Source: an optimization exercise on an open RTL-to-GDS flow (aim: small area). Production flows keep margins and buffers that such runs may drop.
Power and IR drop assume default switching activity.

Design floating_point_adder, start of the top module:
module floating_point_adder (f_in1, f_in2, f_out, clk);
input [63:0] f_in1, f_in2;
output reg [63:0] f_out;
input clk;
genvar i, j;
localparam NB = 5;
localparam [6*8-1:0] LOS = {8'd53, 8'd43, 8'd33, 8'd22, 8'd11, 8'd0};
function integer LO;
  input integer j;
  LO = LOS[j * 8 +: 8];
endfunction
wire gt, gtn, sela, selb, sl, sub, subn;
wire [4:0] s, sn;
fa_exp1 ux (.e1(f_in1[62:52]), .e2(f_in2[62:52]), .s1(f_in1[63]), .s2(f_in2[63]),
            .gt(gt), .gtn(gtn), .s(s), .sn(sn), .sela(sela), .selb(selb),
            .sl(sl), .sub(sub), .subn(subn));
wire [10:0] eln;
generate
  for (i = 0; i < 11; i = i + 1) begin : emux
    fa_imux g (.x0(f_in2[52 + i]), .x1(f_in1[52 + i]), .s(gt), .sn(gtn), .y(eln[i]));
  end
endgenerate
wire [51:0] mln;
generate
  for (i = 0; i < 52; i = i + 1) begin : amux
    fa_imux g (.x0(f_in2[i]), .x1(f_in1[i]), .s(gt), .sn(gtn), .y(mln[i]));
  end
endgenerate
wire [52:0] y0;
assign y0[52] = gt;
fa_nor2 uy51 (.a(gt), .b(f_in1[51]), .y(y0[51]));
generate
  for (i = 0; i < 51; i = i + 1) begin : ymux
    fa_imux g (.x0(f_in1[i]), .x1(f_in2[i + 1]), .s(gt), .sn(gtn), .y(y0[i]));
  end
endgenerate
wire [52:0] y1, y2, y3, y4, y5;
generate
  for (i = 0; i < 53; i = i + 1) begin : shl
    if (i + 1 < 53) begin : a0
      fa_imux g (.x0(y0[i]), .x1(y0[i + 1]), .s(s[0]), .sn(sn[0]), .y(y1[i]));
    end else begin : b0
      fa_nor2 g (.a(s[0]), .b(y0[i]), .y(y1[i]));
    end
    if (i + 2 < 53) begin : a1
      fa_imux g (.x0(y1[i]), .x1(y1[i + 2]), .s(s[1]), .sn(sn[1]), .y(y2[i]));
    end else begin : b1
      fa_nand2 g (.a(sn[1]), .b(y1[i]), .y(y2[i]));
    end
    if (i + 4 < 53) begin : a2
      fa_imux g (.x0(y2[i]), .x1(y2[i + 4]), .s(s[2]), .sn(sn[2]), .y(y3[i]));
    end else begin : b2
      fa_nor2 g (.a(s[2]), .b(y2[i]), .y(y3[i]));
    end
    if (i + 8 < 53) begin : a3
      fa_imux g (.x0(y3[i]), .x1(y3[i + 8]), .s(s[3]), .sn(sn[3]), .y(y4[i]));
    end else begin : b3
  ...
Size: roughly 250 flip-flops, ~190 I/O pins, ~0.012 mm2 of cells after synthesis.
export LEC_CHECK = 0
export ABC_AREA = 1
export CAP_MARGIN = 0
export CORE_MARGIN = 2
export CORE_UTILIZATION = 50
export GPL_TIMING_DRIVEN = 0
export SLEW_MARGIN = 0
export SYNTH_HIERARCHICAL = 1
create_clock -name core_clock -period 6.0 [get_ports {clk}]
standard.sh (not shown) runs the stock make flow with config.mk's settings and CLKGATE_MAP_FILE= SYNTH_SCRIPT=/design/flow/synth_recipe.tcl, a recipe that flattens the netlist after the stock synthesis.
==> flow/flow/run.sh <==
#!/bin/bash
# The standard layout (standard.sh), with these changes to how it is made:
#  - every port still gets its own buffer, a small one (buf_1);
#  - optional extra make settings in flow/extra.args (one per line) are passed to make.
set -euo pipefail
cp -r "$FLOW_HOME/scripts" ./scripts_own
cp flow/abc_area.script scripts_own/abc_area.script
extra=()
if [[ -f flow/extra.args ]]; then
  while IFS= read -r line; do [[ -n "$line" ]] && extra+=("$line"); done < flow/extra.args
fi
bash standard.sh SCRIPTS_DIR="$PWD/scripts_own" \
  BUFFER_PORTS_ARGS="-buffer_cell sky130_fd_sc_hd__buf_1" "${extra[@]}" finish \
  > make_finish.log 2>&1
test -s out/final.def
Other scripts of this flow, unchanged in this note and not shown: flow/flow/abc_area.script, flow/flow/extra.args
==> next run, changes <==
- PLACE_DENSITY: not set -> 0.75
=>
- cell area hardly moves
- routed wire length is higher by 3.0%
- cell count stays flat
- combinational power barely changes
- utilization is higher by 0.11 points
- sequential power barely changes
- total power is higher by 0.54%
- first-iteration DRC count is higher by 11%
- synthesized area stays the same
Function was not checked in any run of this note: the RTL went through the layout flow alone.

========
The RTL this note starts from:
==> flow/design.v <==
module fa_imux (input x0, x1, s, sn, output y);    
  assign y = ~((x0 | s) & (x1 | sn));
endmodule
module fa_mux (input x0, x1, s, sn, output y);     
  assign y = (x0 | s) & (x1 | sn);
endmodule
module fa_nand2 (input a, b, output y);
  assign y = ~(a & b);
endmodule
module fa_nor2 (input a, b, output y);
  assign y = ~(a | b);
endmodule
module fa_xnor2 (input a, b, output y);
  assign y = ~(a ^ b);
endmodule
module fa_xor2 (input a, b, output y);
  assign y = a ^ b;
endmodule
module fa_aoi22 (input a1, a2, b1, b2, output y);
  assign y = ~((a1 & a2) | (b1 & b2));
endmodule
module fa_aoi222 (input a1, a2, b1, b2, c1, c2, output y);
  assign y = ~((a1 & a2) | (b1 & b2) | (c1 & c2));
endmodule
module fa_aoi221 (input a1, a2, b1, b2, c, output y);
  assign y = ~((a1 & a2) | (b1 & b2) | c);
endmodule
module fa_half (input a, b, output s, c);
  assign s = a ^ b;
  assign c = a & b;
endmodule
module fa_full (input a, b, ci, output s, co);
  assign s = a ^ b ^ ci;
  assign co = (a & b) | (ci & (a ^ b));
endmodule
module fa_exp1 (
  input [10:0] e1, e2,
  input s1, s2,
  output gt, gtn,
  output [4:0] s, sn,        
  output sela, selb,         
  output [10:0] el,
  output sl, sub
);
  wire [10:0] g = e1 & ~e2;
  wire [10:0] p = e1 | ~e2;
  wire [10:0] h = ~(e1 ^ e2);
  wire [11:0] c;
  assign c[0] = 1'b0;
  genvar i;
  generate
    for (i = 0; i < 6; i = i + 1) begin : lo
      assign c[i + 1] = g[i] | (p[i] & c[i]);
    end
  endgenerate
  wire g76 = g[7] | (p[7] & g[6]);
  wire p76 = p[7] & p[6];
  wire g98 = g[9] | (p[9] & g[8]);
  wire p98 = p[9] & p[8];
  wire g96 = g98 | (p98 & g76);
  wire p96 = p98 & p76;
  wire g106 = g[10] | (p[10] & g96);
  wire p106 = p[10] & p96;
  wire g10 = g[1] | (p[1] & g[0]);
  wire g32 = g[3] | (p[3] & g[2]);
  wire p32 = p[3] & p[2];
  wire g54 = g[5] | (p[5] & g[4]);
  wire p54 = p[5] & p[4];
  wire g50 = g54 | (p54 & (g32 | (p32 & g10)));
  assign gt = g106 | (p106 & g50);
  assign gtn = ~gt;
  assign c[7] = g[6] | (p[6] & g50);
  generate
    for (i = 7; i < 11; i = i + 1) begin : hi
      assign c[i + 1] = g[i] | (p[i] & c[i]);
    end
  endgenerate
  wire [10:0] dd = (h ^ c[10:0]) ^ {11{gtn}};
  wire sat = |dd[10:6];
  assign s = dd[4:0];
  assign sn = ~dd[4:0];
  assign sela = ~sat & ~dd[5];
  assign selb = ~sat & dd[5];
  assign el = gt ? e1 : e2;
  assign sl = gt ? s1 : s2;
  assign sub = s1 ^ s2;
endmodule
module fa_ctl3 #(parameter NB = 5, parameter [6*8-1:0] LOS = 0) (
  input [52:0] u,
  input [NB-1:0] bc,
  input sub,
  output [NB-1:0] cin,
  output neg, hi, mid, lo, zero
);
  function integer LO;
    input integer j;
    LO = LOS[j * 8 +: 8];
  endfunction
  wire [NB-1:0] ones;
  wire [NB:0] k, c;
  genvar j;
  generate
    for (j = 0; j < NB; j = j + 1) begin : blk
      assign ones[j] = &u[LO(j + 1) - 1:LO(j)];
      assign k[j + 1] = bc[j] | (ones[j] & k[j]);
      assign c[j + 1] = bc[j] | (ones[j] & c[j]);
      assign cin[j] = c[j];
    end
  endgenerate
  assign k[0] = 1'b0;
  assign c[0] = sub & k[NB];
  assign neg = sub & ~k[NB];
  wire r53 = ~sub & k[NB];
  wire t52 = c[NB - 1] & (&u[51:LO(NB - 1)]);
  wire r52 = u[52] ^ t52 ^ neg;
  assign hi = r53;
  assign mid = ~r53 & r52;
  assign lo = ~r53 & ~r52;
  assign zero = sub & (&ones) & ~(|bc);
endmodule
module fa_exp3 (
  input [10:0] el,
  input sl, neg, hi, mid, lo, zero,
  output [11:0] o
);
  wire [10:0] ex = hi ? el + 11'd1 : mid ? el : el - 11'd1;
  assign o = {(sl ^ neg) & ~zero, ex & {11{~zero}}};
endmodule
module floating_point_adder (f_in1, f_in2, f_out, clk);
input [63:0] f_in1, f_in2;
output reg [63:0] f_out;
input clk;
genvar i, j;
localparam NB = 5;
localparam [6*8-1:0] LOS = {8'd53, 8'd43, 8'd33, 8'd22, 8'd11, 8'd0};
function integer LO;
  input integer j;
  LO = LOS[j * 8 +: 8];
endfunction
wire gt, gtn, sela, selb, sl, sub;
wire [4:0] s, sn;
wire [10:0] el;
fa_exp1 ux (.e1(f_in1[62:52]), .e2(f_in2[62:52]), .s1(f_in1[63]), .s2(f_in2[63]),
            .gt(gt), .gtn(gtn), .s(s), .sn(sn), .sela(sela), .selb(selb),
            .el(el), .sl(sl), .sub(sub));
wire [51:0] ml;
generate
  for (i = 0; i < 52; i = i + 1) begin : amux
    fa_mux g (.x0(f_in2[i]), .x1(f_in1[i]), .s(gt), .sn(gtn), .y(ml[i]));
  end
endgenerate
wire [52:0] y0;
assign y0[52] = gt;
fa_nor2 uy51 (.a(gt), .b(f_in1[51]), .y(y0[51]));
generate
  for (i = 0; i < 51; i = i + 1) begin : ymux
    fa_imux g (.x0(f_in1[i]), .x1(f_in2[i + 1]), .s(gt), .sn(gtn), .y(y0[i]));
  end
endgenerate
wire [52:0] y1, y2, y3, y4, y5;
generate
  for (i = 0; i < 53; i = i + 1) begin : shl
    if (i + 1 < 53) begin : a0
      fa_imux g (.x0(y0[i]), .x1(y0[i + 1]), .s(s[0]), .sn(sn[0]), .y(y1[i]));
    end else begin : b0
      fa_nor2 g (.a(s[0]), .b(y0[i]), .y(y1[i]));
    end
    if (i + 2 < 53) begin : a1
      fa_imux g (.x0(y1[i]), .x1(y1[i + 2]), .s(s[1]), .sn(sn[1]), .y(y2[i]));
    end else begin : b1
      fa_nand2 g (.a(sn[1]), .b(y1[i]), .y(y2[i]));
    end
    if (i + 4 < 53) begin : a2
      fa_imux g (.x0(y2[i]), .x1(y2[i + 4]), .s(s[2]), .sn(sn[2]), .y(y3[i]));
    end else begin : b2
      fa_nor2 g (.a(s[2]), .b(y2[i]), .y(y3[i]));
    end
    if (i + 8 < 53) begin : a3
      fa_imux g (.x0(y3[i]), .x1(y3[i + 8]), .s(s[3]), .sn(sn[3]), .y(y4[i]));
    end else begin : b3
      fa_nand2 g (.a(sn[3]), .b(y3[i]), .y(y4[i]));
    end
    if (i + 16 < 53) begin : a4
      fa_imux g (.x0(y4[i]), .x1(y4[i + 16]), .s(s[4]), .sn(sn[4]), .y(y5[i]));
    end else begin : b4
      fa_nor2 g (.a(s[4]), .b(y4[i]), .y(y5[i]));
    end
  end
endgenerate
wire [52:0] bsn;
generate
  for (i = 0; i < 53; i = i + 1) begin : sh5
    if (i + 32 < 53) begin : a
      fa_aoi22 g (.a1(y5[i]), .a2(sela), .b1(y5[i + 32]), .b2(selb), .y(bsn[i]));
    end else begin : b
      fa_nand2 g (.a(y5[i]), .b(sela), .y(bsn[i]));
    end
  end
endgenerate
reg [51:0] s1_ml;
reg [52:0] s1_bsn;
reg [10:0] s1_el;
reg s1_sl, s1_sub;
always @(posedge clk) begin
  s1_ml <= ml;
  s1_bsn <= bsn;
  s1_el <= el;
  s1_sl <= sl;
  s1_sub <= sub;
end
wire [52:0] b;
generate
  for (i = 0; i < 53; i = i + 1) begin : bx
    fa_xnor2 g (.a(s1_bsn[i]), .b(s1_sub), .y(b[i]));
  end
endgenerate
wire [52:0] a = {1'b1, s1_ml};
wire [52:0] u;
wire [53:0] cy;
wire [NB-1:0] bc;
generate
  for (j = 0; j < NB; j = j + 1) begin : blk
    for (i = LO(j); i < LO(j + 1); i = i + 1) begin : ad
      if (i == LO(j)) begin : h
        fa_half g (.a(a[i]), .b(b[i]), .s(u[i]), .c(cy[i + 1]));
      end else begin : f
        fa_full g (.a(a[i]), .b(b[i]), .ci(cy[i]), .s(u[i]), .co(cy[i + 1]));
      end
    end
    assign bc[j] = cy[LO(j + 1)];
  end
endgenerate
reg [52:0] s2_u;
reg [NB-1:0] s2_bc;
reg [10:0] s2_el;
reg s2_sl, s2_sub;
always @(posedge clk) begin
  s2_u <= u;
  s2_bc <= bc;
  s2_el <= s1_el;
  s2_sl <= s1_sl;
  s2_sub <= s1_sub;
end
wire [NB-1:0] cin;
wire neg, hi, mid, lo, zero;
fa_ctl3 #(.NB(NB), .LOS(LOS)) uc (.u(s2_u), .bc(s2_bc), .sub(s2_sub), .cin(cin),
                                  .neg(neg), .hi(hi), .mid(mid), .lo(lo), .zero(zero));
wire [52:0] sm, rn;
wire [52:0] t;
generate
  for (j = 0; j < NB; j = j + 1) begin : inc
    assign t[LO(j)] = cin[j];
    for (i = LO(j); i < LO(j + 1); i = i + 1) begin : b
      if (i + 1 < LO(j + 1)) begin : h
        fa_half g (.a(s2_u[i]), .b(t[i]), .s(sm[i]), .c(t[i + 1]));
      end else begin : e
        fa_xor2 g (.a(s2_u[i]), .b(t[i]), .y(sm[i]));
      end
      fa_xnor2 x (.a(sm[i]), .b(neg), .y(rn[i]));
    end
  end
endgenerate
wire [51:0] mant;
fa_aoi221 um0 (.a1(hi), .a2(rn[1]), .b1(mid), .b2(rn[0]), .c(lo), .y(mant[0]));
generate
  for (i = 1; i < 52; i = i + 1) begin : nrm
    fa_aoi222 g (.a1(hi), .a2(rn[i + 1]), .b1(mid), .b2(rn[i]), .c1(lo), .c2(rn[i - 1]),
                 .y(mant[i]));
  end
endgenerate
wire [11:0] se;
fa_exp3 ue (.el(s2_el), .sl(s2_sl), .neg(neg), .hi(hi), .mid(mid), .lo(lo), .zero(zero), .o(se));
always @(posedge clk)
  f_out <= {se, mant};
endmodule
==> flow/config.mk <==
export PLATFORM = sky130hd
export DESIGN_NAME = floating_point_adder
export DESIGN_NICKNAME = floating_point_adder
export VERILOG_FILES = /design/flow/design.v
export SDC_FILE = /design/flow/constraint.sdc
export NUM_CORES = 4
export LEC_CHECK = 0
export ABC_AREA = 1
export CAP_MARGIN = 20
export CORE_MARGIN = 2
export CORE_UTILIZATION = 60
export GPL_TIMING_DRIVEN = 0
export SLEW_MARGIN = 20
export SYNTH_HIERARCHICAL = 1
==> flow/constraint.sdc <==
create_clock -name core_clock -period 6.0 [get_ports {clk}]
set_input_delay 1.2000 -clock core_clock [delete_from_list [all_inputs] [get_ports {clk}]]
set_output_delay 1.2000 -clock core_clock [all_outputs]
set_load 0.01 [all_outputs]
==> flow/flow/abc_area.script <==
strash
dc2
dch
amap
topo
stime -c
==> flow/flow/extra.args <==
CTS_ARGS=-sink_clustering_enable -repair_clock_nets -dont_use_dummy_load -buf_list sky130_fd_sc_hd__clkbuf_8 -sink_clustering_size 14 -sink_clustering_max_diameter 60
Scripts as last shown in full above: flow/flow/run.sh
Edit:
CAP_MARGIN = 0   (was 20)
CORE_UTILIZATION = 40   (was 60)
SLEW_MARGIN = 0   (was 20)
Result: Routed wire length grows by 1.9%; total power hardly moves; global-route usage shrinks by 9.9 points; setup slack loses 41 ps; critical path depth does not change; combinational power shrinks by about 2%; non-clock buffer count grows by 2; register-to-register slack loses 340 ps; synthesized area is unchanged.
Function was not checked in any run of this note: the RTL went through the layout flow alone.

re-timing with driven ports:
No port has a modelled driver above. Below, the same layouts with a new extraction and two added sets of constraints. Step 1 assumes that a clkbuf_16 drives the clock port and a buf_2 every other input. Step 2 adds t to the input delays and takes it off the output delays; t is the mean of the earliest and latest rising clock arrival at the registers after step 1. Input paths then give back, and output paths get back, about the clock's delay inside the block. Three values: no drivers, after step 1, after step 2; two values: the first two.
run	shift t [ns]	slack for setup (ns)	slew at the worst register clock pin (ns)	pins driven straight from the clock port
the first run of note 1	0.663	0.317 / 0.317 / -0.284	0.10 / 0.10	1
the second run of note 1	0.656	0.277 / 0.298 / -0.358	0.10 / 0.10	1
the first run of note 2	0.580	0.331 / 0.354 / -0.226	0.09 / 0.09	1
the second run of note 2	0.589	0.290 / 0.306 / -0.283	0.09 / 0.09	1
Met with ideal ports but missed after step 2: setup timing in every run listed. The setup slack of the second run of note 1, which loses most, moves by +0.021 ns with the drivers and by -0.635 ns with both steps.
